What follows belongs to an exercise in optimizing a design on an open flow for small area; a production flow would make more cautious choices.
The RTL was checked by simulation tests, not by an equivalence proof against the original design.
The flow treats the clock pin as an ideal source, which a real chip does not have.
Power is estimated from default activity; no workload was simulated.

### flow/run.sh
#!/bin/bash
# Own layout flow, built on the standard ORFS flow (standard.sh):
#  1. the standard synthesis, unchanged (standard.sh synth);
#  2. flow/polarity.py rewrites the synthesised netlist's inverters: full adders are
#     self-dual and many gates have a complementary cell, so it picks their polarities to
#     need fewer inverters (registers and the logic function are unchanged);
#  3. the standard floorplan and placement, with port buffers of sky130_fd_sc_hd__buf_1
#     (instead of clkdlybuf4s50_1);
#  5. the rest of the standard flow.
# Each tool's full output goes to a log file of its own in the work folder (flow_*.log);
# ORFS's per-step logs are under orfs/logs/.
set -euo pipefail
RES=orfs/results/${FLOW_PLATFORM}/apb_convolver/base
LIB=${FLOW_HOME}/platforms/${FLOW_PLATFORM}/lib/sky130_fd_sc_hd__tt_025C_1v80.lib
BP="BUFFER_PORTS_ARGS=-buffer_cell sky130_fd_sc_hd__buf_1"

bash standard.sh synth > flow_synth.log 2>&1
cp ${RES}/1_2_yosys.v ${RES}/1_2_yosys.standard.v
python3 flow/polarity.py ${RES}/1_2_yosys.standard.v ${RES}/1_2_yosys.pol.v ${LIB} > flow_polarity.log 2>&1
cp ${RES}/1_2_yosys.pol.v ${RES}/1_2_yosys.v
rm -f ${RES}/1_synth.odb ${RES}/1_synth.sdc

bash standard.sh "$BP" place > flow_place.log 2>&1

BASE="-sink_clustering_enable -repair_clock_nets -dont_use_dummy_load"
TRIALS=(
  "-buf_list sky130_fd_sc_hd__clkbuf_4 -sink_clustering_size 8 -sink_clustering_max_diameter 80"
  "-buf_list sky130_fd_sc_hd__clkbuf_4 -sink_clustering_size 10 -sink_clustering_max_diameter 60"
  "-buf_list sky130_fd_sc_hd__clkbuf_4 -sink_clustering_size 8 -sink_clustering_max_diameter 60"
  "-buf_list sky130_fd_sc_hd__clkbuf_8 -sink_clustering_size 14 -sink_clustering_max_diameter 60"
  "-buf_list sky130_fd_sc_hd__clkbuf_4 -sink_clustering_size 10 -sink_clustering_max_diameter 35"
  "-buf_list sky130_fd_sc_hd__clkbuf_8 -sink_clustering_size 10 -sink_clustering_max_diameter 60"
)
best_args="$BASE -buf_list sky130_fd_sc_hd__clkbuf_4"
best_area=1e9
: > flow_cts_trials.log
for i in "${!TRIALS[@]}"; do
  args="$BASE ${TRIALS[$i]}"
  line=$(CTS_TRY_ARGS="$args" CTS_TRY_ODB=${RES}/3_place.odb CTS_TRY_SDC=${RES}/3_place.sdc \
         openroad -no_init -exit flow/cts_trial.tcl 2>&1 | tee -a flow_cts_trials.log | grep CTS_TRIAL || true)
  echo "trial $i: $args -> $line" >> flow_cts_trials.log
  area=$(echo "$line" | awk '{print $3}'); slew=$(echo "$line" | awk '{print $5}')
  if [[ -n "$area" && -n "$slew" ]] && awk -v s="$slew" -v a="$area" -v b="$best_area" 'BEGIN{exit !(s < 0.112 && a < b)}'; then
    best_area=$area; best_args="$args"
  fi
done
echo "chosen: $best_args (clock cells $best_area um2)" >> flow_cts_trials.log

bash standard.sh "$BP" "CTS_ARGS=$best_args" finish > flow_layout.log 2>&1
### flow/cts_trial.tcl
# Trial clock tree on the placed design: prints the clock cells' area and the largest
# slew at a register clock pin. Reads CTS_TRY_ARGS, CTS_TRY_ODB, CTS_TRY_SDC from the environment.
set P $::env(FLOW_HOME)/platforms/$::env(FLOW_PLATFORM)
read_lef $P/lef/sky130_fd_sc_hd.tlef
read_lef $P/lef/sky130_fd_sc_hd_merged.lef
read_liberty $P/lib/sky130_fd_sc_hd__tt_025C_1v80.lib
read_db $::env(CTS_TRY_ODB)
read_sdc $::env(CTS_TRY_SDC)
source $P/setRC.tcl
clock_tree_synthesis {*}$::env(CTS_TRY_ARGS)
set_propagated_clock [all_clocks]
estimate_parasitics -placement
set a 0
foreach inst [get_cells *] {
  set m [get_property $inst ref_name]
  if {[string match "*clkbuf*" $m] || [string match "*clkinv*" $m]} {
    set a [expr {$a + [get_property [get_lib_cells */$m] area]}]
  }
}
set mx 0
foreach pin [get_pins -hierarchical */CLK] {
  set s [get_property $pin slew_max]
  if {$s > $mx} { set mx $s }
}
puts "CTS_TRIAL area $a slew $mx"
### standard.sh
#!/bin/bash
# synth_recipe.tcl (not shown) runs the flow's synth.tcl, then flattens the netlist and writes it again
# the make line also repeats each setting of config.mk as NAME=value (left out here)
make -C /OpenROAD-flow-scripts/flow DESIGN_CONFIG=/design/flow/config.mk WORK_HOME=/design/flow/orfs CLKGATE_MAP_FILE= SYNTH_SCRIPT=/design/flow/synth_recipe.tcl "${@:-finish}"
### config.mk
export PLATFORM = sky130hd
export DESIGN_NAME = apb_convolver
export DESIGN_NICKNAME = apb_convolver
export VERILOG_FILES = /design/flow/design.v
export SDC_FILE = /design/flow/constraint.sdc
export NUM_CORES = 4
export LEC_CHECK = 0
export ABC_AREA = 1
export CAP_MARGIN = 20
export CORE_MARGIN = 2
export CORE_UTILIZATION = 40
export SLEW_MARGIN = 20
### flow/polarity.py
#!/usr/bin/env python3
"""Inverter-polarity optimisation of a flat sky130hd gate netlist written by Yosys.

Two kinds of cell may change the polarity of what they drive:
  - a full adder (fa) is self-dual, FA(~a,~b,~c) = (~sum, ~cout), so it may be
    "flipped": fed the complements of its inputs it drives the complements of
    its outputs;
  - a simple gate may be swapped for its complementary cell (nand2 <-> and2,
    xnor2 <-> xor2, a21oi <-> a21o, mux2i <-> mux2, ...), which has the same
    inputs and drives the complement of the output.
All of the netlist's inverters (except any that drive an output port) are
removed, a polarity is chosen for every such cell by simulated annealing to
minimise (inverter area + swapped-cell area change), and one inverter is put
back for every signal whose complement is still needed. The function of every
output and register input is unchanged; registers are untouched.

usage: polarity2.py IN.v OUT.v [LIBERTY]
"""
import re, sys, random, math
from collections import defaultdict

P = "sky130_fd_sc_hd__"
INV = P + "inv_1"
LIB = sys.argv[3] if len(sys.argv) > 3 else \
    "/OpenROAD-flow-scripts/flow/platforms/sky130hd/lib/sky130_fd_sc_hd__tt_025C_1v80.lib"
PAIRS = [("nand2_1", "Y", "and2_1", "X"), ("nand2_1", "Y", "and2_0", "X"),
         ("nor2_1", "Y", "or2_1", "X"), ("nor2_1", "Y", "or2_0", "X"),
         ("nand3_1", "Y", "and3_1", "X"), ("nor3_1", "Y", "or3_1", "X"),
         ("nand4_1", "Y", "and4_1", "X"), ("nor4_1", "Y", "or4_1", "X"),
         ("xnor2_1", "Y", "xor2_1", "X"),
         ("a21oi_1", "Y", "a21o_1", "X"), ("o21ai_0", "Y", "o21a_1", "X"),
         ("o21ai_1", "Y", "o21a_1", "X"),
         ("a22oi_1", "Y", "a22o_1", "X"), ("o22ai_1", "Y", "o22a_1", "X"),
         ("a211oi_1", "Y", "a211o_1", "X"), ("o211ai_1", "Y", "o211a_1", "X"),
         ("a31oi_1", "Y", "a31o_1", "X"), ("o31ai_1", "Y", "o31a_1", "X"),
         ("a2bb2oi_1", "Y", "a2bb2o_1", "X"), ("o2bb2ai_1", "Y", "o2bb2a_1", "X"),
         ("a21boi_0", "Y", "a21bo_1", "X"), ("o21bai_1", "Y", "o21ba_1", "X"),
         ("mux2i_1", "Y", "mux2_1", "X")]
SWAP = {}
for a, pa, b, pb in PAIRS:
    SWAP.setdefault(P + a, (P + b, pa, pb))
    SWAP.setdefault(P + b, (P + a, pb, pa))
AREA = {}
_n = None
for l in open(LIB):
    mm = re.match(r'\s*cell\s*\(\s*"?(\w+)"?\s*\)', l)
    if mm:
        _n = mm.group(1)
    mm = re.match(r'\s*area\s*:\s*([\d.]+)', l)
    if mm and _n:
        AREA[_n] = float(mm.group(1)); _n = None
INV_AREA = AREA[INV]

src = open(sys.argv[1]).read()
m = re.search(r"^module\s+(\w+)\s*\((.*?)\);", src, re.S | re.M)
head_end = m.end()
endm = src.rindex("endmodule")
body = src[head_end:endm]
inst_re = re.compile(r"^\s*(sky130_fd_sc_hd__\w+)\s+(\S+)\s*\((.*?)\);\s*$", re.S | re.M)
pin_re = re.compile(r"\.(\w+)\(\s*(.*?)\s*\)\s*(?:,|$)", re.S)
cells = []
for im in inst_re.finditer(body):
    cells.append([im.group(1), im.group(2), [(p, n.strip()) for p, n in pin_re.findall(im.group(3))]])
first_inst = inst_re.search(body).start()
decls = body[:first_inst]
assert inst_re.sub("", body[first_inst:]).strip() == ""
port_dir = {}
for d, rng, names in re.findall(r"^\s*(input|output|inout)\s+(\[[^\]]*\])?\s*([^;]+);", decls, re.M):
    for n in names.split(","):
        port_dir[n.strip()] = d
def port_kind(net):
    return port_dir.get(net.split("[")[0].strip())

OUTPINS = {"X", "Y", "Q", "Q_N", "SUM", "COUT", "HI", "LO", "GCLK"}
def is_const(n):
    return n == "" or n.startswith("1'b") or n.startswith("'")

inv_of = {}
n_inv = 0
for c in cells:
    if c[0].startswith(P + "inv_"):
        n_inv += 1
        pins = dict(c[2])
        if port_kind(pins["Y"]) != "output":
            inv_of[pins["Y"]] = pins["A"]
def root(net):
    par = 0
    while net in inv_of:
        net = inv_of[net]; par ^= 1
    return net, par
def removed(c):
    return c[0].startswith(P + "inv_") and dict(c[2])["Y"] in inv_of

# nodes: fa cells (flip inputs and outputs) and swappable gates (flip output)
is_fa = {}
node_out = {}      # cell idx -> list of output nets
drv_node = {}      # net -> cell idx whose polarity sets it
swap_gain = {}     # cell idx -> area change when flipped
for i, c in enumerate(cells):
    typ = c[0]
    if typ.startswith(P + "fa_"):
        outs = [n for p, n in c[2] if p in ("SUM", "COUT")]
        if any(port_kind(n) == "output" for n in outs):
            continue
        is_fa[i] = True
        node_out[i] = outs
        swap_gain[i] = 0.0
    elif typ in SWAP:
        outs = [n for p, n in c[2] if p in OUTPINS]
        if len(outs) != 1 or port_kind(outs[0]) == "output":
            continue
        is_fa[i] = False
        node_out[i] = outs
        swap_gain[i] = AREA[SWAP[typ][0]] - AREA[typ]
    else:
        continue
    for n in node_out[i]:
        drv_node[n] = i
nodes = list(node_out)

uses = defaultdict(list)    # root -> [(cell idx, parity)]
in_roots = defaultdict(set)
for i, c in enumerate(cells):
    if removed(c):
        continue
    for p, n in c[2]:
        if p in OUTPINS or is_const(n):
            continue
        r, par = root(n)
        uses[r].append((i, par))
        if is_fa.get(i):
            in_roots[i].add(r)
flip = defaultdict(int)
def need(r):
    ph = flip[drv_node[r]] if r in drv_node else 0
    for i, par in uses[r]:
        if par ^ (flip[i] if is_fa.get(i) else 0) ^ ph:
            return 1
    return 0
touch = {i: set(node_out[i]) | in_roots[i] for i in nodes}
def local(i):
    return sum(need(r) for r in touch[i]) * INV_AREA + (swap_gain[i] if flip[i] else 0.0)
cost = sum(need(r) for r in uses) * INV_AREA
start = cost
random.seed(1)
best = cost; best_flip = dict(flip)
T = 2.0
steps = 200 * len(nodes)
for s in range(steps):
    T = 2.0 * (1 - s / steps) + 0.01
    i = random.choice(nodes)
    c0 = local(i)
    flip[i] ^= 1
    d = local(i) - c0
    if d <= 0 or random.random() < math.exp(-d / T):
        cost += d
        if cost < best - 1e-9:
            best = cost; best_flip = dict(flip)
    else:
        flip[i] ^= 1
flip = defaultdict(int, best_flip)
improved = True
while improved:
    improved = False
    for i in nodes:
        c0 = local(i); flip[i] ^= 1
        if local(i) < c0 - 1e-9:
            improved = True
        else:
            flip[i] ^= 1
ninv = sum(need(r) for r in uses)
dswap = sum(swap_gain[i] for i in nodes if flip[i])
sys.stderr.write(f"polarity: {n_inv} inverters in, {ninv} out; {sum(1 for i in nodes if flip[i] and is_fa[i])} fa flipped, "
                 f"{sum(1 for i in nodes if flip[i] and not is_fa[i])} gates swapped (area {dswap:+.1f}); "
                 f"net area change {(ninv - n_inv) * INV_AREA + dswap:+.1f} um2\n")

newdecl, inv_net = [], {}
def comp_net(r):
    if r not in inv_net:
        nn = f"_pol{len(inv_net) + 1}_"
        inv_net[r] = nn
        newdecl.append(f"  wire {nn};\n")
    return inv_net[r]
out_cells = []
for i, c in enumerate(cells):
    if removed(c):
        continue
    typ, name, pl = c
    if flip[i] and not is_fa.get(i, True):
        newtyp, oldpin, newpin = SWAP[typ]
        typ = newtyp
        pl = [(newpin if p == oldpin else p, n) for p, n in pl]
    npl = []
    for p, n in pl:
        if p in OUTPINS or is_const(n):
            npl.append((p, n)); continue
        r, par = root(n)
        ph = flip[drv_node[r]] if r in drv_node else 0
        q = par ^ (flip[i] if is_fa.get(i) else 0) ^ ph
        npl.append((p, comp_net(r) if q else r))
    out_cells.append((typ, name, npl))
for k, (r, nn) in enumerate(inv_net.items()):
    ph = flip[drv_node[r]] if r in drv_node else 0
    out_cells.append((INV, f"_polinv{k + 1}_", [("A", r), ("Y", nn)]))
def esc(n):
    return n + " " if n.startswith("\\") else n
def fmt(c):
    typ, name, pl = c
    return f"  {typ} {esc(name)} (\n" + ",\n".join(f"    .{p}({esc(n)})" for p, n in pl) + "\n  );\n"
open(sys.argv[2], "w").write(src[:head_end] + decls + "".join(newdecl) + "".join(fmt(c) for c in out_cells) + src[endm:])
### constraint.sdc
create_clock -name core_clock -period 10.0 [get_ports {HCLK}]
set_input_delay 2.0000 -clock core_clock [delete_from_list [all_inputs] [get_ports {HCLK}]]
set_output_delay 2.0000 -clock core_clock [all_outputs]
set_load 0.01 [all_outputs]
### design.v
module ksum(
    input  logic [11:0] a,
    input  logic [7:0] w0,
    input  logic [1:0] d0,
    input  logic [7:0] w1,
    input  logic [1:0] d1,
    input  logic [7:0] w2,
    input  logic [1:0] d2,
    input  logic [7:0] w3,
    input  logic [1:0] d3,
    input  logic [7:0] w4,
    input  logic [1:0] d4,
    input  logic [7:0] w5,
    input  logic [1:0] d5,
    input  logic [7:0] w6,
    input  logic [1:0] d6,
    input  logic [7:0] w7,
    input  logic [1:0] d7,
    input  logic [7:0] w8,
    input  logic [1:0] d8,
    output logic [13:0] s);
    wire pp1;
    assign pp1 = w1[0] & d1[0];
    wire pp2;
    assign pp2 = w1[0] & d1[1];
    wire pp3;
    assign pp3 = w1[1] & d1[0];
    wire pp4;
    assign pp4 = w1[1] & d1[1];
    wire pp5;
    assign pp5 = w1[2] & d1[0];
    wire pp6;
    assign pp6 = w1[2] & d1[1];
    wire pp7;
    assign pp7 = w1[3] & d1[0];
    wire pp8;
    assign pp8 = w1[3] & d1[1];
    wire pp9;
    assign pp9 = w1[4] & d1[0];
    wire pp10;
    assign pp10 = w1[4] & d1[1];
    wire pp11;
    assign pp11 = w1[5] & d1[0];
    wire pp12;
    assign pp12 = w1[5] & d1[1];
    wire pp13;
    assign pp13 = w1[6] & d1[0];
    wire pp14;
    assign pp14 = w1[6] & d1[1];
    wire pp15;
    assign pp15 = w1[7] & d1[0];
    wire pp16;
    assign pp16 = w1[7] & d1[1];
    wire pp17;
    assign pp17 = w2[0] & d2[0];
    wire pp18;
    assign pp18 = w2[0] & d2[1];
    wire pp19;
    assign pp19 = w2[1] & d2[0];
    wire pp20;
    assign pp20 = w2[1] & d2[1];
    wire pp21;
    assign pp21 = w2[2] & d2[0];
    wire pp22;
    assign pp22 = w2[2] & d2[1];
    wire pp23;
    assign pp23 = w2[3] & d2[0];
    wire pp24;
    assign pp24 = w2[3] & d2[1];
    wire pp25;
    assign pp25 = w2[4] & d2[0];
    wire pp26;
    assign pp26 = w2[4] & d2[1];
    wire pp27;
    assign pp27 = w2[5] & d2[0];
    wire pp28;
    assign pp28 = w2[5] & d2[1];
    wire pp29;
    assign pp29 = w2[6] & d2[0];
    wire pp30;
    assign pp30 = w2[6] & d2[1];
    wire pp31;
    assign pp31 = w2[7] & d2[0];
    wire pp32;
    assign pp32 = w2[7] & d2[1];
    wire pp33;
    assign pp33 = w4[0] & d4[0];
    wire pp34;
    assign pp34 = w4[0] & d4[1];
    wire pp35;
    assign pp35 = w4[1] & d4[0];
    wire pp36;
    assign pp36 = w4[1] & d4[1];
    wire pp37;
    assign pp37 = w4[2] & d4[0];
    wire pp38;
    assign pp38 = w4[2] & d4[1];
    wire pp39;
    assign pp39 = w4[3] & d4[0];
    wire pp40;
    assign pp40 = w4[3] & d4[1];
    wire pp41;
    assign pp41 = w4[4] & d4[0];
    wire pp42;
    assign pp42 = w4[4] & d4[1];
    wire pp43;
    assign pp43 = w4[5] & d4[0];
    wire pp44;
    assign pp44 = w4[5] & d4[1];
    wire pp45;
    assign pp45 = w4[6] & d4[0];
    wire pp46;
    assign pp46 = w4[6] & d4[1];
    wire pp47;
    assign pp47 = w4[7] & d4[0];
    wire pp48;
    assign pp48 = w4[7] & d4[1];
    wire pp49;
    assign pp49 = w5[0] & d5[0];
    wire pp50;
    assign pp50 = w5[0] & d5[1];
    wire pp51;
    assign pp51 = w5[1] & d5[0];
    wire pp52;
    assign pp52 = w5[1] & d5[1];
    wire pp53;
    assign pp53 = w5[2] & d5[0];
    wire pp54;
    assign pp54 = w5[2] & d5[1];
    wire pp55;
    assign pp55 = w5[3] & d5[0];
    wire pp56;
    assign pp56 = w5[3] & d5[1];
    wire pp57;
    assign pp57 = w5[4] & d5[0];
    wire pp58;
    assign pp58 = w5[4] & d5[1];
    wire pp59;
    assign pp59 = w5[5] & d5[0];
    wire pp60;
    assign pp60 = w5[5] & d5[1];
    wire pp61;
    assign pp61 = w5[6] & d5[0];
    wire pp62;
    assign pp62 = w5[6] & d5[1];
    wire pp63;
    assign pp63 = w5[7] & d5[0];
    wire pp64;
    assign pp64 = w5[7] & d5[1];
    wire pp65;
    assign pp65 = w7[0] & d7[0];
    wire pp66;
    assign pp66 = w7[0] & d7[1];
    wire pp67;
    assign pp67 = w7[1] & d7[0];
    wire pp68;
    assign pp68 = w7[1] & d7[1];
    wire pp69;
    assign pp69 = w7[2] & d7[0];
    wire pp70;
    assign pp70 = w7[2] & d7[1];
    wire pp71;
    assign pp71 = w7[3] & d7[0];
    wire pp72;
    assign pp72 = w7[3] & d7[1];
    wire pp73;
    assign pp73 = w7[4] & d7[0];
    wire pp74;
    assign pp74 = w7[4] & d7[1];
    wire pp75;
    assign pp75 = w7[5] & d7[0];
    wire pp76;
    assign pp76 = w7[5] & d7[1];
    wire pp77;
    assign pp77 = w7[6] & d7[0];
    wire pp78;
    assign pp78 = w7[6] & d7[1];
    wire pp79;
    assign pp79 = w7[7] & d7[0];
    wire pp80;
    assign pp80 = w7[7] & d7[1];
    wire pp81;
    assign pp81 = w8[0] & d8[0];
    wire pp82;
    assign pp82 = w8[0] & d8[1];
    wire pp83;
    assign pp83 = w8[1] & d8[0];
    wire pp84;
    assign pp84 = w8[1] & d8[1];
    wire pp85;
    assign pp85 = w8[2] & d8[0];
    wire pp86;
    assign pp86 = w8[2] & d8[1];
    wire pp87;
    assign pp87 = w8[3] & d8[0];
    wire pp88;
    assign pp88 = w8[3] & d8[1];
    wire pp89;
    assign pp89 = w8[4] & d8[0];
    wire pp90;
    assign pp90 = w8[4] & d8[1];
    wire pp91;
    assign pp91 = w8[5] & d8[0];
    wire pp92;
    assign pp92 = w8[5] & d8[1];
    wire pp93;
    assign pp93 = w8[6] & d8[0];
    wire pp94;
    assign pp94 = w8[6] & d8[1];
    wire pp95;
    assign pp95 = w8[7] & d8[0];
    wire pp96;
    assign pp96 = w8[7] & d8[1];
    wire pp97;
    assign pp97 = w0[0] & d0[0];
    wire pp98;
    assign pp98 = w0[0] & d0[1];
    wire pp99;
    assign pp99 = w0[1] & d0[0];
    wire pp100;
    assign pp100 = w0[1] & d0[1];
    wire pp101;
    assign pp101 = w0[2] & d0[0];
    wire pp102;
    assign pp102 = w0[2] & d0[1];
    wire pp103;
    assign pp103 = w0[3] & d0[0];
    wire pp104;
    assign pp104 = w0[3] & d0[1];
    wire pp105;
    assign pp105 = w0[4] & d0[0];
    wire pp106;
    assign pp106 = w0[4] & d0[1];
    wire pp107;
    assign pp107 = w0[5] & d0[0];
    wire pp108;
    assign pp108 = w0[5] & d0[1];
    wire pp109;
    assign pp109 = w0[6] & d0[0];
    wire pp110;
    assign pp110 = w0[6] & d0[1];
    wire pp111;
    assign pp111 = w0[7] & d0[0];
    wire pp112;
    assign pp112 = w0[7] & d0[1];
    wire pp113;
    assign pp113 = w3[0] & d3[0];
    wire pp114;
    assign pp114 = w3[0] & d3[1];
    wire pp115;
    assign pp115 = w3[1] & d3[0];
    wire pp116;
    assign pp116 = w3[1] & d3[1];
    wire pp117;
    assign pp117 = w3[2] & d3[0];
    wire pp118;
    assign pp118 = w3[2] & d3[1];
    wire pp119;
    assign pp119 = w3[3] & d3[0];
    wire pp120;
    assign pp120 = w3[3] & d3[1];
    wire pp121;
    assign pp121 = w3[4] & d3[0];
    wire pp122;
    assign pp122 = w3[4] & d3[1];
    wire pp123;
    assign pp123 = w3[5] & d3[0];
    wire pp124;
    assign pp124 = w3[5] & d3[1];
    wire pp125;
    assign pp125 = w3[6] & d3[0];
    wire pp126;
    assign pp126 = w3[6] & d3[1];
    wire pp127;
    assign pp127 = w3[7] & d3[0];
    wire pp128;
    assign pp128 = w3[7] & d3[1];
    wire pp129;
    assign pp129 = w6[0] & d6[0];
    wire pp130;
    assign pp130 = w6[0] & d6[1];
    wire pp131;
    assign pp131 = w6[1] & d6[0];
    wire pp132;
    assign pp132 = w6[1] & d6[1];
    wire pp133;
    assign pp133 = w6[2] & d6[0];
    wire pp134;
    assign pp134 = w6[2] & d6[1];
    wire pp135;
    assign pp135 = w6[3] & d6[0];
    wire pp136;
    assign pp136 = w6[3] & d6[1];
    wire pp137;
    assign pp137 = w6[4] & d6[0];
    wire pp138;
    assign pp138 = w6[4] & d6[1];
    wire pp139;
    assign pp139 = w6[5] & d6[0];
    wire pp140;
    assign pp140 = w6[5] & d6[1];
    wire pp141;
    assign pp141 = w6[6] & d6[0];
    wire pp142;
    assign pp142 = w6[6] & d6[1];
    wire pp143;
    assign pp143 = w6[7] & d6[0];
    wire pp144;
    assign pp144 = w6[7] & d6[1];
    wire s145;
    wire c146;
    assign s145 = a[1] ^ pp2 ^ pp3;
    assign c146 = (a[1] & pp2) | (pp3 & (a[1] ^ pp2));
    wire s147;
    wire c148;
    assign s147 = pp18 ^ pp19 ^ pp34;
    assign c148 = (pp18 & pp19) | (pp34 & (pp18 ^ pp19));
    wire s149;
    wire c150;
    assign s149 = pp35 ^ pp50 ^ pp51;
    assign c150 = (pp35 & pp50) | (pp51 & (pp35 ^ pp50));
    wire s151;
    wire c152;
    assign s151 = a[2] ^ pp4 ^ pp5;
    assign c152 = (a[2] & pp4) | (pp5 & (a[2] ^ pp4));
    wire s153;
    wire c154;
    assign s153 = pp20 ^ pp21 ^ pp36;
    assign c154 = (pp20 & pp21) | (pp36 & (pp20 ^ pp21));
    wire s155;
    wire c156;
    assign s155 = pp37 ^ pp52 ^ pp53;
    assign c156 = (pp37 & pp52) | (pp53 & (pp37 ^ pp52));
    wire s157;
    wire c158;
    assign s157 = pp68 ^ pp69 ^ pp84;
    assign c158 = (pp68 & pp69) | (pp84 & (pp68 ^ pp69));
    wire s159;
    wire c160;
    assign s159 = pp85 ^ pp100;
    assign c160 = pp85 & pp100;
    wire s161;
    wire c162;
    assign s161 = a[3] ^ pp6 ^ pp7;
    assign c162 = (a[3] & pp6) | (pp7 & (a[3] ^ pp6));
    wire s163;
    wire c164;
    assign s163 = pp22 ^ pp23 ^ pp38;
    assign c164 = (pp22 & pp23) | (pp38 & (pp22 ^ pp23));
    wire s165;
    wire c166;
    assign s165 = pp39 ^ pp54 ^ pp55;
    assign c166 = (pp39 & pp54) | (pp55 & (pp39 ^ pp54));
    wire s167;
    wire c168;
    assign s167 = pp70 ^ pp71 ^ pp86;
    assign c168 = (pp70 & pp71) | (pp86 & (pp70 ^ pp71));
    wire s169;
    wire c170;
    assign s169 = pp87 ^ pp102 ^ pp103;
    assign c170 = (pp87 & pp102) | (pp103 & (pp87 ^ pp102));
    wire s171;
    wire c172;
    assign s171 = pp118 ^ pp119;
    assign c172 = pp118 & pp119;
    wire s173;
    wire c174;
    assign s173 = a[4] ^ pp8 ^ pp9;
    assign c174 = (a[4] & pp8) | (pp9 & (a[4] ^ pp8));
    wire s175;
    wire c176;
    assign s175 = pp24 ^ pp25 ^ pp40;
    assign c176 = (pp24 & pp25) | (pp40 & (pp24 ^ pp25));
    wire s177;
    wire c178;
    assign s177 = pp41 ^ pp56 ^ pp57;
    assign c178 = (pp41 & pp56) | (pp57 & (pp41 ^ pp56));
    wire s179;
    wire c180;
    assign s179 = pp72 ^ pp73 ^ pp88;
    assign c180 = (pp72 & pp73) | (pp88 & (pp72 ^ pp73));
    wire s181;
    wire c182;
    assign s181 = pp89 ^ pp104 ^ pp105;
    assign c182 = (pp89 & pp104) | (pp105 & (pp89 ^ pp104));
    wire s183;
    wire c184;
    assign s183 = pp120 ^ pp121 ^ pp136;
    assign c184 = (pp120 & pp121) | (pp136 & (pp120 ^ pp121));
    wire s185;
    wire c186;
    assign s185 = a[5] ^ pp10 ^ pp11;
    assign c186 = (a[5] & pp10) | (pp11 & (a[5] ^ pp10));
    wire s187;
    wire c188;
    assign s187 = pp26 ^ pp27 ^ pp42;
    assign c188 = (pp26 & pp27) | (pp42 & (pp26 ^ pp27));
    wire s189;
    wire c190;
    assign s189 = pp43 ^ pp58 ^ pp59;
    assign c190 = (pp43 & pp58) | (pp59 & (pp43 ^ pp58));
    wire s191;
    wire c192;
    assign s191 = pp74 ^ pp75 ^ pp90;
    assign c192 = (pp74 & pp75) | (pp90 & (pp74 ^ pp75));
    wire s193;
    wire c194;
    assign s193 = pp91 ^ pp106 ^ pp107;
    assign c194 = (pp91 & pp106) | (pp107 & (pp91 ^ pp106));
    wire s195;
    wire c196;
    assign s195 = pp122 ^ pp123 ^ pp138;
    assign c196 = (pp122 & pp123) | (pp138 & (pp122 ^ pp123));
    wire s197;
    wire c198;
    assign s197 = a[6] ^ pp12 ^ pp13;
    assign c198 = (a[6] & pp12) | (pp13 & (a[6] ^ pp12));
    wire s199;
    wire c200;
    assign s199 = pp28 ^ pp29 ^ pp44;
    assign c200 = (pp28 & pp29) | (pp44 & (pp28 ^ pp29));
    wire s201;
    wire c202;
    assign s201 = pp45 ^ pp60 ^ pp61;
    assign c202 = (pp45 & pp60) | (pp61 & (pp45 ^ pp60));
    wire s203;
    wire c204;
    assign s203 = pp76 ^ pp77 ^ pp92;
    assign c204 = (pp76 & pp77) | (pp92 & (pp76 ^ pp77));
    wire s205;
    wire c206;
    assign s205 = pp93 ^ pp108 ^ pp109;
    assign c206 = (pp93 & pp108) | (pp109 & (pp93 ^ pp108));
    wire s207;
    wire c208;
    assign s207 = pp124 ^ pp125 ^ pp140;
    assign c208 = (pp124 & pp125) | (pp140 & (pp124 ^ pp125));
    wire s209;
    wire c210;
    assign s209 = a[7] ^ pp14 ^ pp15;
    assign c210 = (a[7] & pp14) | (pp15 & (a[7] ^ pp14));
    wire s211;
    wire c212;
    assign s211 = pp30 ^ pp31 ^ pp46;
    assign c212 = (pp30 & pp31) | (pp46 & (pp30 ^ pp31));
    wire s213;
    wire c214;
    assign s213 = pp47 ^ pp62 ^ pp63;
    assign c214 = (pp47 & pp62) | (pp63 & (pp47 ^ pp62));
    wire s215;
    wire c216;
    assign s215 = pp78 ^ pp79 ^ pp94;
    assign c216 = (pp78 & pp79) | (pp94 & (pp78 ^ pp79));
    wire s217;
    wire c218;
    assign s217 = pp95 ^ pp110 ^ pp111;
    assign c218 = (pp95 & pp110) | (pp111 & (pp95 ^ pp110));
    wire s219;
    wire c220;
    assign s219 = pp126 ^ pp127 ^ pp142;
    assign c220 = (pp126 & pp127) | (pp142 & (pp126 ^ pp127));
    wire s221;
    wire c222;
    assign s221 = a[8] ^ pp16 ^ pp32;
    assign c222 = (a[8] & pp16) | (pp32 & (a[8] ^ pp16));
    wire s223;
    wire c224;
    assign s223 = pp48 ^ pp64;
    assign c224 = pp48 & pp64;
    wire s225;
    wire c226;
    assign s225 = a[0] ^ pp1;
    assign c226 = a[0] & pp1;
    wire s227;
    wire c228;
    assign s227 = pp66 ^ pp67 ^ pp82;
    assign c228 = (pp66 & pp67) | (pp82 & (pp66 ^ pp67));
    wire s229;
    wire c230;
    assign s229 = pp83 ^ pp98 ^ pp99;
    assign c230 = (pp83 & pp98) | (pp99 & (pp83 ^ pp98));
    wire s231;
    wire c232;
    assign s231 = pp114 ^ pp115;
    assign c232 = pp114 & pp115;
    wire s233;
    wire c234;
    assign s233 = pp101 ^ pp116 ^ pp117;
    assign c234 = (pp101 & pp116) | (pp117 & (pp101 ^ pp116));
    wire s235;
    wire c236;
    assign s235 = pp132 ^ pp133 ^ s151;
    assign c236 = (pp132 & pp133) | (s151 & (pp132 ^ pp133));
    wire s237;
    wire c238;
    assign s237 = s153 ^ s155 ^ s157;
    assign c238 = (s153 & s155) | (s157 & (s153 ^ s155));
    wire s239;
    wire c240;
    assign s239 = s159 ^ c146;
    assign c240 = s159 & c146;
    wire s241;
    wire c242;
    assign s241 = pp134 ^ pp135 ^ s161;
    assign c242 = (pp134 & pp135) | (s161 & (pp134 ^ pp135));
    wire s243;
    wire c244;
    assign s243 = s163 ^ s165 ^ s167;
    assign c244 = (s163 & s165) | (s167 & (s163 ^ s165));
    wire s245;
    wire c246;
    assign s245 = s169 ^ s171 ^ c152;
    assign c246 = (s169 & s171) | (c152 & (s169 ^ s171));
    wire s247;
    wire c248;
    assign s247 = c154 ^ c156 ^ c158;
    assign c248 = (c154 & c156) | (c158 & (c154 ^ c156));
    wire s249;
    wire c250;
    assign s249 = pp137 ^ s173 ^ s175;
    assign c250 = (pp137 & s173) | (s175 & (pp137 ^ s173));
    wire s251;
    wire c252;
    assign s251 = s177 ^ s179 ^ s181;
    assign c252 = (s177 & s179) | (s181 & (s177 ^ s179));
    wire s253;
    wire c254;
    assign s253 = s183 ^ c162 ^ c164;
    assign c254 = (s183 & c162) | (c164 & (s183 ^ c162));
    wire s255;
    wire c256;
    assign s255 = c166 ^ c168 ^ c170;
    assign c256 = (c166 & c168) | (c170 & (c166 ^ c168));
    wire s257;
    wire c258;
    assign s257 = pp139 ^ s185 ^ s187;
    assign c258 = (pp139 & s185) | (s187 & (pp139 ^ s185));
    wire s259;
    wire c260;
    assign s259 = s189 ^ s191 ^ s193;
    assign c260 = (s189 & s191) | (s193 & (s189 ^ s191));
    wire s261;
    wire c262;
    assign s261 = s195 ^ c174 ^ c176;
    assign c262 = (s195 & c174) | (c176 & (s195 ^ c174));
    wire s263;
    wire c264;
    assign s263 = c178 ^ c180 ^ c182;
    assign c264 = (c178 & c180) | (c182 & (c178 ^ c180));
    wire s265;
    wire c266;
    assign s265 = pp141 ^ s197 ^ s199;
    assign c266 = (pp141 & s197) | (s199 & (pp141 ^ s197));
    wire s267;
    wire c268;
    assign s267 = s201 ^ s203 ^ s205;
    assign c268 = (s201 & s203) | (s205 & (s201 ^ s203));
    wire s269;
    wire c270;
    assign s269 = s207 ^ c186 ^ c188;
    assign c270 = (s207 & c186) | (c188 & (s207 ^ c186));
    wire s271;
    wire c272;
    assign s271 = c190 ^ c192 ^ c194;
    assign c272 = (c190 & c192) | (c194 & (c190 ^ c192));
    wire s273;
    wire c274;
    assign s273 = pp143 ^ s209 ^ s211;
    assign c274 = (pp143 & s209) | (s211 & (pp143 ^ s209));
    wire s275;
    wire c276;
    assign s275 = s213 ^ s215 ^ s217;
    assign c276 = (s213 & s215) | (s217 & (s213 ^ s215));
    wire s277;
    wire c278;
    assign s277 = s219 ^ c198 ^ c200;
    assign c278 = (s219 & c198) | (c200 & (s219 ^ c198));
    wire s279;
    wire c280;
    assign s279 = c202 ^ c204 ^ c206;
    assign c280 = (c202 & c204) | (c206 & (c202 ^ c204));
    wire s281;
    wire c282;
    assign s281 = pp80 ^ pp96 ^ pp112;
    assign c282 = (pp80 & pp96) | (pp112 & (pp80 ^ pp96));
    wire s283;
    wire c284;
    assign s283 = pp128 ^ pp144 ^ s221;
    assign c284 = (pp128 & pp144) | (s221 & (pp128 ^ pp144));
    wire s285;
    wire c286;
    assign s285 = s223 ^ c210 ^ c212;
    assign c286 = (s223 & c210) | (c212 & (s223 ^ c210));
    wire s287;
    wire c288;
    assign s287 = c214 ^ c216 ^ c218;
    assign c288 = (c214 & c216) | (c218 & (c214 ^ c216));
    wire s289;
    wire c290;
    assign s289 = pp17 ^ pp33 ^ pp49;
    assign c290 = (pp17 & pp33) | (pp49 & (pp17 ^ pp33));
    wire s291;
    wire c292;
    assign s291 = pp65 ^ pp81;
    assign c292 = pp65 & pp81;
    wire s293;
    wire c294;
    assign s293 = pp130 ^ pp131 ^ s145;
    assign c294 = (pp130 & pp131) | (s145 & (pp130 ^ pp131));
    wire s295;
    wire c296;
    assign s295 = s147 ^ s149 ^ s227;
    assign c296 = (s147 & s149) | (s227 & (s147 ^ s149));
    wire s297;
    wire c298;
    assign s297 = s229 ^ s231;
    assign c298 = s229 & s231;
    wire s299;
    wire c300;
    assign s299 = c148 ^ c150 ^ s233;
    assign c300 = (c148 & c150) | (s233 & (c148 ^ c150));
    wire s301;
    wire c302;
    assign s301 = s235 ^ s237 ^ s239;
    assign c302 = (s235 & s237) | (s239 & (s235 ^ s237));
    wire s303;
    wire c304;
    assign s303 = c228 ^ c230 ^ c232;
    assign c304 = (c228 & c230) | (c232 & (c228 ^ c230));
    wire s305;
    wire c306;
    assign s305 = c160 ^ s241 ^ s243;
    assign c306 = (c160 & s241) | (s243 & (c160 ^ s241));
    wire s307;
    wire c308;
    assign s307 = s245 ^ s247 ^ c234;
    assign c308 = (s245 & s247) | (c234 & (s245 ^ s247));
    wire s309;
    wire c310;
    assign s309 = c236 ^ c238 ^ c240;
    assign c310 = (c236 & c238) | (c240 & (c236 ^ c238));
    wire s311;
    wire c312;
    assign s311 = c172 ^ s249 ^ s251;
    assign c312 = (c172 & s249) | (s251 & (c172 ^ s249));
    wire s313;
    wire c314;
    assign s313 = s253 ^ s255 ^ c242;
    assign c314 = (s253 & s255) | (c242 & (s253 ^ s255));
    wire s315;
    wire c316;
    assign s315 = c244 ^ c246 ^ c248;
    assign c316 = (c244 & c246) | (c248 & (c244 ^ c246));
    wire s317;
    wire c318;
    assign s317 = c184 ^ s257 ^ s259;
    assign c318 = (c184 & s257) | (s259 & (c184 ^ s257));
    wire s319;
    wire c320;
    assign s319 = s261 ^ s263 ^ c250;
    assign c320 = (s261 & s263) | (c250 & (s261 ^ s263));
    wire s321;
    wire c322;
    assign s321 = c252 ^ c254 ^ c256;
    assign c322 = (c252 & c254) | (c256 & (c252 ^ c254));
    wire s323;
    wire c324;
    assign s323 = c196 ^ s265 ^ s267;
    assign c324 = (c196 & s265) | (s267 & (c196 ^ s265));
    wire s325;
    wire c326;
    assign s325 = s269 ^ s271 ^ c258;
    assign c326 = (s269 & s271) | (c258 & (s269 ^ s271));
    wire s327;
    wire c328;
    assign s327 = c260 ^ c262 ^ c264;
    assign c328 = (c260 & c262) | (c264 & (c260 ^ c262));
    wire s329;
    wire c330;
    assign s329 = c208 ^ s273 ^ s275;
    assign c330 = (c208 & s273) | (s275 & (c208 ^ s273));
    wire s331;
    wire c332;
    assign s331 = s277 ^ s279 ^ c266;
    assign c332 = (s277 & s279) | (c266 & (s277 ^ s279));
    wire s333;
    wire c334;
    assign s333 = c268 ^ c270 ^ c272;
    assign c334 = (c268 & c270) | (c272 & (c268 ^ c270));
    wire s335;
    wire c336;
    assign s335 = c220 ^ s281 ^ s283;
    assign c336 = (c220 & s281) | (s283 & (c220 ^ s281));
    wire s337;
    wire c338;
    assign s337 = s285 ^ s287 ^ c274;
    assign c338 = (s285 & s287) | (c274 & (s285 ^ s287));
    wire s339;
    wire c340;
    assign s339 = c276 ^ c278 ^ c280;
    assign c340 = (c276 & c278) | (c280 & (c276 ^ c278));
    wire s341;
    wire c342;
    assign s341 = a[9] ^ c222 ^ c224;
    assign c342 = (a[9] & c222) | (c224 & (a[9] ^ c222));
    wire s343;
    wire c344;
    assign s343 = c282 ^ c284 ^ c286;
    assign c344 = (c282 & c284) | (c286 & (c282 ^ c284));
    wire s345;
    wire c346;
    assign s345 = pp97 ^ pp113 ^ pp129;
    assign c346 = (pp97 & pp113) | (pp129 & (pp97 ^ pp113));
    wire s347;
    wire c348;
    assign s347 = c226 ^ s293 ^ s295;
    assign c348 = (c226 & s293) | (s295 & (c226 ^ s293));
    wire s349;
    wire c350;
    assign s349 = s297 ^ c290;
    assign c350 = s297 & c290;
    wire s351;
    wire c352;
    assign s351 = s299 ^ s301 ^ s303;
    assign c352 = (s299 & s301) | (s303 & (s299 ^ s301));
    wire s353;
    wire c354;
    assign s353 = c294 ^ c296 ^ c298;
    assign c354 = (c294 & c296) | (c298 & (c294 ^ c296));
    wire s355;
    wire c356;
    assign s355 = s305 ^ s307 ^ s309;
    assign c356 = (s305 & s307) | (s309 & (s305 ^ s307));
    wire s357;
    wire c358;
    assign s357 = c300 ^ c302 ^ c304;
    assign c358 = (c300 & c302) | (c304 & (c300 ^ c302));
    wire s359;
    wire c360;
    assign s359 = s311 ^ s313 ^ s315;
    assign c360 = (s311 & s313) | (s315 & (s311 ^ s313));
    wire s361;
    wire c362;
    assign s361 = c306 ^ c308 ^ c310;
    assign c362 = (c306 & c308) | (c310 & (c306 ^ c308));
    wire s363;
    wire c364;
    assign s363 = s317 ^ s319 ^ s321;
    assign c364 = (s317 & s319) | (s321 & (s317 ^ s319));
    wire s365;
    wire c366;
    assign s365 = c312 ^ c314 ^ c316;
    assign c366 = (c312 & c314) | (c316 & (c312 ^ c314));
    wire s367;
    wire c368;
    assign s367 = s323 ^ s325 ^ s327;
    assign c368 = (s323 & s325) | (s327 & (s323 ^ s325));
    wire s369;
    wire c370;
    assign s369 = c318 ^ c320 ^ c322;
    assign c370 = (c318 & c320) | (c322 & (c318 ^ c320));
    wire s371;
    wire c372;
    assign s371 = s329 ^ s331 ^ s333;
    assign c372 = (s329 & s331) | (s333 & (s329 ^ s331));
    wire s373;
    wire c374;
    assign s373 = c324 ^ c326 ^ c328;
    assign c374 = (c324 & c326) | (c328 & (c324 ^ c326));
    wire s375;
    wire c376;
    assign s375 = s335 ^ s337 ^ s339;
    assign c376 = (s335 & s337) | (s339 & (s335 ^ s337));
    wire s377;
    wire c378;
    assign s377 = c330 ^ c332 ^ c334;
    assign c378 = (c330 & c332) | (c334 & (c330 ^ c332));
    wire s379;
    wire c380;
    assign s379 = c288 ^ s341 ^ s343;
    assign c380 = (c288 & s341) | (s343 & (c288 ^ s341));
    wire s381;
    wire c382;
    assign s381 = c336 ^ c338 ^ c340;
    assign c382 = (c336 & c338) | (c340 & (c336 ^ c338));
    wire s383;
    wire c384;
    assign s383 = a[10] ^ c342;
    assign c384 = a[10] & c342;
    wire s385;
    wire c386;
    assign s385 = s225 ^ s289;
    assign c386 = s225 & s289;
    wire s387;
    wire c388;
    assign s387 = c292 ^ s347 ^ s349;
    assign c388 = (c292 & s347) | (s349 & (c292 ^ s347));
    wire s389;
    wire c390;
    assign s389 = s351 ^ s353 ^ c348;
    assign c390 = (s351 & s353) | (c348 & (s351 ^ s353));
    wire s391;
    wire c392;
    assign s391 = s355 ^ s357 ^ c352;
    assign c392 = (s355 & s357) | (c352 & (s355 ^ s357));
    wire s393;
    wire c394;
    assign s393 = s359 ^ s361 ^ c356;
    assign c394 = (s359 & s361) | (c356 & (s359 ^ s361));
    wire s395;
    wire c396;
    assign s395 = s363 ^ s365 ^ c360;
    assign c396 = (s363 & s365) | (c360 & (s363 ^ s365));
    wire s397;
    wire c398;
    assign s397 = s367 ^ s369 ^ c364;
    assign c398 = (s367 & s369) | (c364 & (s367 ^ s369));
    wire s399;
    wire c400;
    assign s399 = s371 ^ s373 ^ c368;
    assign c400 = (s371 & s373) | (c368 & (s371 ^ s373));
    wire s401;
    wire c402;
    assign s401 = s375 ^ s377 ^ c372;
    assign c402 = (s375 & s377) | (c372 & (s375 ^ s377));
    wire s403;
    wire c404;
    assign s403 = s379 ^ s381 ^ c376;
    assign c404 = (s379 & s381) | (c376 & (s379 ^ s381));
    wire s405;
    wire c406;
    assign s405 = c344 ^ s383 ^ c380;
    assign c406 = (c344 & s383) | (c380 & (c344 ^ s383));
    wire s407;
    wire c408;
    assign s407 = s291 ^ s345;
    assign c408 = s291 & s345;
    wire s409;
    wire c410;
    assign s409 = c346 ^ s387 ^ c386;
    assign c410 = (c346 & s387) | (c386 & (c346 ^ s387));
    wire s411;
    wire c412;
    assign s411 = c350 ^ s389 ^ c388;
    assign c412 = (c350 & s389) | (c388 & (c350 ^ s389));
    wire s413;
    wire c414;
    assign s413 = c354 ^ s391 ^ c390;
    assign c414 = (c354 & s391) | (c390 & (c354 ^ s391));
    wire s415;
    wire c416;
    assign s415 = c358 ^ s393 ^ c392;
    assign c416 = (c358 & s393) | (c392 & (c358 ^ s393));
    wire s417;
    wire c418;
    assign s417 = c362 ^ s395 ^ c394;
    assign c418 = (c362 & s395) | (c394 & (c362 ^ s395));
    wire s419;
    wire c420;
    assign s419 = c366 ^ s397 ^ c396;
    assign c420 = (c366 & s397) | (c396 & (c366 ^ s397));
    wire s421;
    wire c422;
    assign s421 = c370 ^ s399 ^ c398;
    assign c422 = (c370 & s399) | (c398 & (c370 ^ s399));
    wire s423;
    wire c424;
    assign s423 = c374 ^ s401 ^ c400;
    assign c424 = (c374 & s401) | (c400 & (c374 ^ s401));
    wire s425;
    wire c426;
    assign s425 = c378 ^ s403 ^ c402;
    assign c426 = (c378 & s403) | (c402 & (c378 ^ s403));
    wire s427;
    wire c428;
    assign s427 = c382 ^ s405 ^ c404;
    assign c428 = (c382 & s405) | (c404 & (c382 ^ s405));
    wire s429;
    wire c430;
    assign s429 = a[11] ^ c384 ^ c406;
    assign c430 = (a[11] & c384) | (c406 & (a[11] ^ c384));
    wire s431;
    wire c432;
    assign s431 = s385 ^ s407;
    assign c432 = s385 & s407;
    wire s433;
    wire c434;
    assign s433 = s409 ^ c408 ^ c432;
    assign c434 = (s409 & c408) | (c432 & (s409 ^ c408));
    wire s435;
    wire c436;
    assign s435 = s411 ^ c410 ^ c434;
    assign c436 = (s411 & c410) | (c434 & (s411 ^ c410));
    wire s437;
    wire c438;
    assign s437 = s413 ^ c412 ^ c436;
    assign c438 = (s413 & c412) | (c436 & (s413 ^ c412));
    wire s439;
    wire c440;
    assign s439 = s415 ^ c414 ^ c438;
    assign c440 = (s415 & c414) | (c438 & (s415 ^ c414));
    wire s441;
    wire c442;
    assign s441 = s417 ^ c416 ^ c440;
    assign c442 = (s417 & c416) | (c440 & (s417 ^ c416));
    wire s443;
    wire c444;
    assign s443 = s419 ^ c418 ^ c442;
    assign c444 = (s419 & c418) | (c442 & (s419 ^ c418));
    wire s445;
    wire c446;
    assign s445 = s421 ^ c420 ^ c444;
    assign c446 = (s421 & c420) | (c444 & (s421 ^ c420));
    wire s447;
    wire c448;
    assign s447 = s423 ^ c422 ^ c446;
    assign c448 = (s423 & c422) | (c446 & (s423 ^ c422));
    wire s449;
    wire c450;
    assign s449 = s425 ^ c424 ^ c448;
    assign c450 = (s425 & c424) | (c448 & (s425 ^ c424));
    wire s451;
    wire c452;
    assign s451 = s427 ^ c426 ^ c450;
    assign c452 = (s427 & c426) | (c450 & (s427 ^ c426));
    wire s453;
    wire c454;
    assign s453 = s429 ^ c428 ^ c452;
    assign c454 = (s429 & c428) | (c452 & (s429 ^ c428));
    wire s455;
    wire c456;
    assign s455 = c430 ^ c454;
    assign c456 = c430 & c454;
    assign s = {c456, s455, s453, s451, s449, s447, s445, s443, s441, s439, s437, s435, s433, s431};
endmodule
module apb_convolver(
    input  logic                      HCLK,
    input  logic                      HRESETn,
    input  logic               [11:0] PADDR,
    input  logic               [31:0] PWDATA,
    input  logic                      PWRITE,
    input  logic                      PSEL,
    input  logic                      PENABLE,
    output logic               [31:0] PRDATA,
    output logic                      PREADY,
    output logic                      PSLVERR,
    output logic               [3:0]  irq_o,
    output logic                      mem_wen_n,
    output logic               [10:0] mem_addr,
    output logic               [31:0] mem_wdata,
    input  logic               [31:0] mem_rdata
    );
    logic [2:0] rel_addr;
    assign rel_addr = PADDR[4:2];
    assign PREADY  = 1'b1;
    assign PSLVERR = 1'b0;
    assign irq_o   = 4'b0;
    logic wensel, shift, setup_in, display, clc, addr_increment;
    assign wensel         = PWRITE & PENABLE & PSEL;
    assign shift          = wensel & (rel_addr == 3'd3);
    assign setup_in       = PSEL & ~PENABLE & PWRITE & (rel_addr == 3'd3);
    assign display        = wensel & (rel_addr == 3'd4) &  PWDATA[0];
    assign clc            = wensel & (rel_addr == 3'd4) & ~PWDATA[0];
    assign addr_increment = ~PWRITE & PENABLE & PSEL & rel_addr[2];
    logic [31:0] qw1, qw2, qw3, q_inp, h1, h2, q_out;
    logic        q_0, q_1, q_2, q_3, q_4, pa;
    always_ff @(posedge HCLK, negedge HRESETn)
        if (~HRESETn) begin
            q_out <= '0;
            q_0 <= 1'b0; q_1 <= 1'b0; q_2 <= 1'b0; q_3 <= 1'b0; q_4 <= 1'b0; pa <= 1'b0;
        end else begin
            if (q_4) q_out <= mem_rdata;
            q_0 <= shift;
            q_1 <= q_0;
            q_2 <= q_1 && (counter >= 5'd3) && (counter <= 5'd28);
            q_3 <= rel_addr[2];
            q_4 <= q_3;
            pa  <= setup_in;
        end
    always_comb begin
        case (rel_addr)
            3'd0: PRDATA = qw1;
            3'd1: PRDATA = qw2;
            3'd2: PRDATA = qw3;
            3'd3: PRDATA = q_inp;
            3'd5: PRDATA = q_out;
            default: PRDATA = 32'b0;
        endcase
    end
    logic [31:0] wdata;
    assign wdata = PWDATA & {32{HRESETn}};
    always_ff @(posedge HCLK) begin
        if (~HRESETn || (wensel && rel_addr == 3'd0)) qw1 <= wdata;
        if (~HRESETn || (wensel && rel_addr == 3'd1)) qw2 <= wdata;
        if (~HRESETn || (wensel && rel_addr == 3'd2)) qw3 <= wdata;
        if (~HRESETn || shift)                        q_inp <= wdata;
    end
    always_ff @(posedge HCLK)
        if (shift) begin
            h1 <= q_inp;
            h2 <= h1;
        end
    localparam logic [1:0] RESET = 2'd0, CALC = 2'd1, DISPLAY = 2'd2;
    logic [1:0]  state, next_state;
    logic [10:0] address, next_address;
    logic [4:0]  counter, next_counter;
    logic        WRITEn;
    always_ff @(posedge HCLK, negedge HRESETn)
        if (~HRESETn) begin
            state   <= RESET;
            address <= '0;
            counter <= '0;
        end else begin
            state   <= next_state;
            address <= next_address;
            counter <= next_counter;
        end
    always_comb begin
        WRITEn       = 1'b1;
        next_address = address;
        next_counter = counter;
        next_state   = state;
        case (state)
            RESET: begin
                WRITEn = 1'b0;
                next_address = address + 1'b1;
                if (address == 11'd338) begin
                    next_state   = CALC;
                    next_address = '0;
                end
            end
            CALC: begin
                WRITEn = ~q_2;
                if (q_2)
                    next_address = address + 1'b1;
                else if (shift)
                    next_counter = (counter == 5'd28) ? 5'd1 : counter + 1'b1;
                else if (display) begin
                    next_address = '0;
                    next_state   = DISPLAY;
                    next_counter = '0;
                end
            end
            DISPLAY: begin
                if (addr_increment)
                    next_address = address + 1'b1;
                else if (clc) begin
                    next_address = '0;
                    next_state   = CALC;
                end
            end
            default: ;
        endcase
    end
    assign mem_wen_n = WRITEn;
    assign mem_addr  = address;
    logic [1:0] sel;
    assign sel = {q_0 | q_1, pa | q_1};
    logic [1:0] dC [4], dB [4], dA [4];    
    always_comb
        for (int k = 0; k < 4; k++) begin
            case (sel)
                2'd0: begin dC[k] = PWDATA[8*k+0 +: 2]; dB[k] = q_inp[8*k+0 +: 2]; dA[k] = h1[8*k+0 +: 2]; end
                2'd1: begin dC[k] = PWDATA[8*k+2 +: 2]; dB[k] = q_inp[8*k+2 +: 2]; dA[k] = h1[8*k+2 +: 2]; end
                2'd2: begin dC[k] = q_inp[8*k+4 +: 2];  dB[k] = h1[8*k+4 +: 2];    dA[k] = h2[8*k+4 +: 2]; end
                default: begin dC[k] = q_inp[8*k+6 +: 2]; dB[k] = h1[8*k+6 +: 2];  dA[k] = h2[8*k+6 +: 2]; end
            endcase
        end
    logic [13:0] acc_up, acc_lo, nx_up, nx_lo;
    logic [1:0]  sv_up, sv_lo;
    logic [11:0] fb_up, fb_lo;
    assign fb_up = (sel == 2'd0) ? 12'd0 : acc_up[13:2];
    assign fb_lo = (sel == 2'd0) ? 12'd0 : acc_lo[13:2];
    ksum k_up (.a(fb_up), .s(nx_up),
        .w0(qw1[7:0]), .d0(dC[3]), .w1(qw1[15:8]), .d1(dB[3]), .w2(qw1[23:16]), .d2(dA[3]),
        .w3(qw2[7:0]), .d3(dC[2]), .w4(qw2[15:8]), .d4(dB[2]), .w5(qw2[23:16]), .d5(dA[2]),
        .w6(qw3[7:0]), .d6(dC[1]), .w7(qw3[15:8]), .d7(dB[1]), .w8(qw3[23:16]), .d8(dA[1]));
    ksum k_lo (.a(fb_lo), .s(nx_lo),
        .w0(qw1[7:0]), .d0(dC[2]), .w1(qw1[15:8]), .d1(dB[2]), .w2(qw1[23:16]), .d2(dA[2]),
        .w3(qw2[7:0]), .d3(dC[1]), .w4(qw2[15:8]), .d4(dB[1]), .w5(qw2[23:16]), .d5(dA[1]),
        .w6(qw3[7:0]), .d6(dC[0]), .w7(qw3[15:8]), .d7(dB[0]), .w8(qw3[23:16]), .d8(dA[0]));
    always_ff @(posedge HCLK, negedge HRESETn)
        if (~HRESETn) begin
            acc_up <= '0; acc_lo <= '0; sv_up <= '0; sv_lo <= '0;
        end else begin
            acc_up <= nx_up;
            acc_lo <= nx_lo;
            sv_up  <= acc_up[1:0];
            sv_lo  <= acc_lo[1:0];
        end
    assign mem_wdata = {acc_up, sv_up, acc_lo, sv_lo};
endmodule
==> flow_summary.ini, run 1 <==
[global_routing]
grt_use_total = 0.255
grt_pass1_wl_um = 90300
antenna_found_initial = 6
grt_max_degree = 65
grt_pass1_vias = 14021
grt-ovfl-total = 0

[timing]
drv_slew = 0
worst_slack_ns = 0.364
hold_slack_ns = 0.358
slew_headroom = 0.295
worst_pin_slew_ns = 1.06
finClkSkew_ns = 0.105
hold_viol = 0
min_period_over_period = 0.964
period_needed_ns = 9.64
rsz0062_at_grt = false
clock.fmax_ghz = 0.104
setup_violations = 0

[setup_path]
path_class = flip-flop to flip-flop
crit_required_ns = 10.64
end_kind = flip-flop
reg2reg_depth = 24
worstPathMaxFanout = 15
r2r-end = acc_up[12]$_DFF_PN0_
cp-start-kind = flip-flop
crit_arrival_ns = 10.27
r2r_slack_ns = 0.36
r2r_start = q_0$_DFF_PN0_

[place]
dp_slack_ns = -0.0301
gp_congestion = 0.930
port-buffer-count = 147
hpwlAfterDp_um = 47600

[floorplan]
ios = 163
rows = 79
initial_core_util = 0.405
dieArea_mm2 = 0.0489
core-area_mm2 = 0.0466
die_height_um = 221
dieWidth_um = 221

[layout]
fin_nets = 2254
seqCellArea_mm2 = 0.00749
multi_input_area_mm2 = 0.0103
fill_cells = 4436
drive_above_1_share = 0.0729
syn_to_final_growth_pct = 9.52

[pwr]
p_seq_frac = 0.264
switching_share = 0.426
p_sw_mw = 2.41
p_int_mw = 3.25
power_frac_clock = 0.101
p_leak_nw = 9.01
power_frac_comb = 0.635
ir_drop_mv = 0.333
p_per_area_mw_per_mm2 = 274

[clock_tree]
cts_setup_buffers = 0
hold_buffers = 0
cts_tree = built
cts_made_buffers = 39
cts.reportedPaths.clkPinSlew_ns = 0.10
clkSinkCount = 264
ctsResizeCount = 0
clock_latency_ns = 0.81

[run_status]
outcome = finished clean

[min_path]
hp-start = q_3$_DFF_PN0_
min_path_type = flip-flop to flip-flop
min_to = q_4$_DFF_PN0_
holdPathStages = 0

[detailed_routing]
routedWlPerCell_um = 24.3
first_iter_violations = 1097
via_per_inst = 5.27
ant_nets = 0
routed_wl_um = 59900
vias = 12978
drt_first_pass_iters = 5
drc = 0

[job]
cap_violations = 0

[logic_synthesis]
netlist_instances = 1659
synthesis.area_mm2 = 0.0189
ys_warn_count = 7
avgSynthCellArea_um2 = 11.4
[power by group through the flow]
stage	logic, mW	clock network (mW)	registers, mW
after global placement	3.65	0	1.52
after detailed placement	3.72	0	1.52
after CTS	3.76	0.592	1.49
after global routing	4.28	0.623	1.51
after floorplan	2.60	0	1.51
final	3.60	0.571	1.49
[final cells by class]
| cell class | count | share of cell area |
|---|---|---|
| Inverter | 225 | 0.0409 |
| Multi-Input combinational cell | 1125 | 0.500 |
| Sequential cell | 264 | 0.362 |
| Antenna cell | 3 | 0.000363 |
| Timing Repair Buffer | 198 | 0.0454 |
| Clock buffer | 39 | 0.0142 |
| Tap cell | 607 | 0.0367 |
[critical path, cell delays in order, from the launching register on]
cell and delay, ns:
dfrtp_1 0.39, inv_1 0.28, o21ai_4 0.11, inv_2 0.39, buf_4 0.26, nor2_1 0.07, a31oi_2 0.35, and2_1 0.22
fa_1 0.43, fa_1 0.59, fa_1 0.45, fa_1 0.51, fa_1 0.57, fa_1 0.45, fa_1 0.44, fa_1 0.40
fa_1 0.43, fa_1 0.43, fa_1 0.41, fa_1 0.47, fa_1 0.43, fa_1 0.39, fa_1 0.40, fa_1 0.37
ha_1 0.27
[worst max-delay path by stage]
stage / slack (ns) / cells past startpoint / start / end
2_1_floorplan: 0.64 / 21 / PWDATA[11] / acc_up[12]$_DFF_PN0_
3_3_place_gp: 0.08 / 23 / PWDATA[27] / acc_up[12]$_DFF_PN0_
3_5_place_dp: -0.03 / 23 / PWDATA[25] / acc_up[12]$_DFF_PN0_
4_1_cts: 0.32 / 24 / q_0$_DFF_PN0_ / acc_up[12]$_DFF_PN0_
5_1_grt: 0.01 / 24 / q_0$_DFF_PN0_ / acc_up[12]$_DFF_PN0_
6_report: 0.36 / 24 / q_0$_DFF_PN0_ / acc_up[12]$_DFF_PN0_
[stage by stage]
stage          TNS, ns  std cells  utilization  area (um2)  total power [mW]
2_1_floorplan        0       1663            -       18900              4.11
3_3_place_gp         0       2419        0.438       20400              5.17
3_5_place_dp   -0.0301       2419        0.438       20400              5.24
4_1_cts              0       2458        0.444       20700              5.84
5_1_grt              0       2461        0.444       20700              6.41
6_report             0       2461        0.444       20700              5.66
[placed cells by master, fill, tap and decap left out, types with 26 or more instances in the layout]
| cell | count |
|---|---|
| ha_1 | 36 |
| dfrtp_1 | 87 |
| fa_1 | 284 |
| and2_1 | 142 |
| nand2_1 | 225 |
| buf_4 | 51 |
| edfxtp_1 | 176 |
| inv_1 | 224 |
| o22ai_1 | 27 |
| clkbuf_4 | 40 |
| nand3_1 | 28 |
| o21ai_0 | 63 |
| nor2_1 | 180 |
| a21oi_1 | 26 |
| buf_1 | 146 |
[per-layer routing]
layer	global-route usage	routed length, um	vias to the layer above
li1	-	-	5675
met1	0.340	24500	6653
met2	0.411	28400	515
met3	0.0490	4330	133
met4	0.101	2630	2
met5	0	9	-
[state kept, by name, indices dropped and copies added (netlist names), 2 cells and up]
register,flops
qw3,32
q_out,32
qw1,32
h2,16
qw2,32
state,2
address,11
acc_up,14
sv_up,2
q_inp,32
sv_lo,2
acc_lo,14
h1,32
counter,5
==> run 2, diff against run 1 <==
--- a/flow/run.sh
+++ b/flow/run.sh
@@ -16,3 +16,9 @@
 
-bash standard.sh synth > flow_synth.log 2>&1
+# synthesis: the standard synthesis script, with only its ABC mapping script replaced
+# by flow/abc.script (area-oriented mapping); registers are mapped before ABC runs, so they
+# are the standard synthesis's registers.
+sed "s#log_cmd abc {\*}\$abc_args#lset abc_args [expr {[lsearch \$abc_args -script] + 1}] $PWD/flow/abc.script\n  log_cmd abc {*}\$abc_args#" \
+  ${FLOW_HOME}/scripts/synth.tcl > synth_own.tcl
+sed "s#source \$::env(SCRIPTS_DIR)/synth.tcl#source $PWD/synth_own.tcl#" synth_recipe.tcl > synth_recipe_own.tcl
+bash standard.sh "SYNTH_SCRIPT=$PWD/synth_recipe_own.tcl" synth > flow_synth.log 2>&1
 cp ${RES}/1_2_yosys.v ${RES}/1_2_yosys.standard.v
==> flow/abc.script (new file) <==
strash
&get -n
&dch -f
&nf -R 1000
&put
topo
--- a/flow/polarity.py
+++ b/flow/polarity.py
@@ -80,3 +80,3 @@
 for c in cells:
-    if c[0].startswith(P + "inv_"):
+    if c[0].startswith(P + "inv_") or c[0].startswith(P + "clkinv_"):
         n_inv += 1
@@ -91,3 +91,3 @@
 def removed(c):
-    return c[0].startswith(P + "inv_") and dict(c[2])["Y"] in inv_of
+    return (c[0].startswith(P + "inv_") or c[0].startswith(P + "clkinv_")) and dict(c[2])["Y"] in inv_of
 
==> flow_summary.ini, run 2 <==
[clock_tree]
cts.reportedPaths.clkPinSlew_ns = 0.08
clkSinkCount = 264
hold_buffers = 0
cts_setup_buffers = 0
ctsResizeCount = 0
cts_made_buffers = 40
cts_tree = built
clock_latency_ns = 0.76

[global_routing]
antenna_found_initial = 3
grt-ovfl-total = 0
grt_use_total = 0.232
grt_max_degree = 63
grt_pass1_vias = 12521
grt_pass1_wl_um = 79000

[timing]
setup_violations = 0
worst_pin_slew_ns = 0.914
period_needed_ns = 9.56
clock.fmax_ghz = 0.105
rsz0062_at_grt = false
drv_slew = 0
setup-tns-final_ns = 0
slew_headroom = 0.391
hold_viol = 0
finClkSkew_ns = 0.0773
min_period_over_period = 0.956

[setup_path]
r2r_slack_ns = 0.44
path_class = flip-flop to flip-flop
crit_arrival_ns = 10.18
crit_required_ns = 10.62
slowest_delay_ns = 0.60
end_kind = flip-flop
cp-start-kind = flip-flop
worstPathMaxFanout = 20
reg2reg_depth = 26
r2r_start = q_0$_DFF_PN0_
r2r-end = acc_lo[12]$_DFF_PN0_
cp_slowest_cell = dfrtp_1
path_common_cell = fa_1

[logic_synthesis]
ys_warn_count = 7
synthesis.area_mm2 = 0.0176
avgSynthCellArea_um2 = 13.4
netlist_instances = 1319

[place]
placed_area_mm2 = 0.0195
hpwlAfterDp_um = 39600
gp_congestion = 0.883
port-buffer-count = 147

[detailed_routing]
drc = 0
via_per_inst = 5.56
routed_wl_um = 52100
first_iter_violations = 1351
vias = 11973
routedWlPerCell_um = 24.2
ant_nets = 0
drt_first_pass_iters = 9

[pwr]
p_sw_mw = 2.55
ir_drop_mv = 0.463
power_frac_clock = 0.096
power_frac_comb = 0.637
p_int_mw = 3.33
p_seq_frac = 0.267
p_leak_nw = 7.70
total_power_mw = 5.87
switching_share = 0.434
p_per_area_mw_per_mm2 = 297

[layout]
layout_common_cells = nand2_1 (294), fa_1 (284), edfxtp_1 (176), buf_1 (146), and2_0 (92)
drive_above_1_share = 0.0733
fill_cells = 3997
fin_nets = 1972
syn_to_final_growth_pct = 12.1
final_common_cell = nand2_1
fin_area_mm2 = 0.0198

[min_path]
hp-start = q_3$_DFF_PN0_
holdPathStages = 0
min_to = q_4$_DFF_PN0_
min_path_type = flip-flop to flip-flop

[floorplan]
core-area_mm2 = 0.0433
die_height_um = 214
dieWidth_um = 214
ios = 163
initial_core_util = 0.408
rows = 76
dieArea_mm2 = 0.0458

[job]
cap_violations = 0

[run_status]
outcome = finished clean
==> run 2: layout make-up <==
cell class	count	area (um2)	share of cell area
Tap cell	585	732	0.0370
Sequential cell	264	7490	0.379
Clock buffer	40	300	0.0152
Antenna cell	1	2.50	0.000127
Inverter	79	297	0.0150
Multi-Input combinational cell	974	9870	0.499
Timing Repair Buffer	212	1090	0.0553
==> run 2: power groups by stage <==
stage,registers [mW],clock network [mW],logic (mW)
after floorplan,1.56,0,2.71
after global placement,1.59,0,3.75
after detailed placement,1.59,0,3.82
after CTS,1.57,0.586,3.88
after global routing,1.58,0.628,4.40
final,1.57,0.566,3.74
==> run 2: metal layers <==
layer	vias to the layer above	global-route usage	wire, um
met5	-	0	7
met4	2	0.0963	2160
met3	110	0.0499	4570
met2	642	0.364	24400
met1	6174	0.316	21000
li1	5045	-	-
==> run 2: critical path, delay by kind of cell (launching register included) <==
family                   cells  cell delay, ns
AO/OA/AOI/OAI                1            0.14
adder cells (fa/ha/maj)     17            7.39
buffers and inverters        4            0.84
flip-flops                   1            0.60
AND/OR/NAND/NOR              4            0.44
==> run 2: metrics by stage <==
| step | hold WS (ns) | setup slack (ns) | cells | util |
|---|---|---|---|---|
| detailed placement | 0.337 | -0.165 | 2113 | 0.450 |
| global route | 0.364 | 0.0320 | 2155 | 0.457 |
| global placement | 0.340 | -0.101 | 2113 | 0.450 |
| floorplan | 0.331 | 0.0290 | 1323 | - |
| CTS | 0.356 | 0.392 | 2153 | 0.457 |
| finish | 0.354 | 0.437 | 2155 | 0.457 |
==> run 2: how the worst max path moves through the flow <==
stage	start	to	cells after the start
5_1_grt	q_0$_DFF_PN0_	acc_lo[12]$_DFF_PN0_	26
6_report	q_0$_DFF_PN0_	acc_lo[12]$_DFF_PN0_	26
4_1_cts	q_0$_DFF_PN0_	acc_lo[12]$_DFF_PN0_	26
2_1_floorplan	PWDATA[16]	acc_lo[12]$_DFF_PN0_	19
3_3_place_gp	PWDATA[17]	acc_lo[12]$_DFF_PN0_	21
3_5_place_dp	PWDATA[17]	acc_lo[12]$_DFF_PN0_	23

[re-timing with driven ports]
How much do the figures lean on ideal ports? The routed layouts below were timed once more, with nothing changed but the port constraints. Step 1 (the two cells are an assumption about what drives the block):
set clk [get_ports {HCLK}]
set_driving_cell -lib_cell sky130_fd_sc_hd__clkbuf_16 $clk
set_driving_cell -lib_cell sky130_fd_sc_hd__buf_2 [delete_from_list [all_inputs] $clk]
Step 2, shift: input delay + t, output delay - t, t = (earliest + latest rising clock arrival at the registers) / 2. This alone moves slack from input paths to output paths. Three values: ideal, step 1, step 2; two values: the first two.
run	t (ns)	setup WS [ns]	worst setup path at the end	clock arrival spread, ns
run 1	0.809	0.364 / 0.364 / -0.013	input to register	0.105 / 0.106
run 2	0.774	0.437 / 0.437 / -0.065	input to register	0.083 / 0.084
Met with ideal ports but missed after step 2: setup timing in run 1 and run 2. For run 2, which loses most, drivers alone change the setup slack by 0.000 ns; drivers and shift together by -0.502 ns.
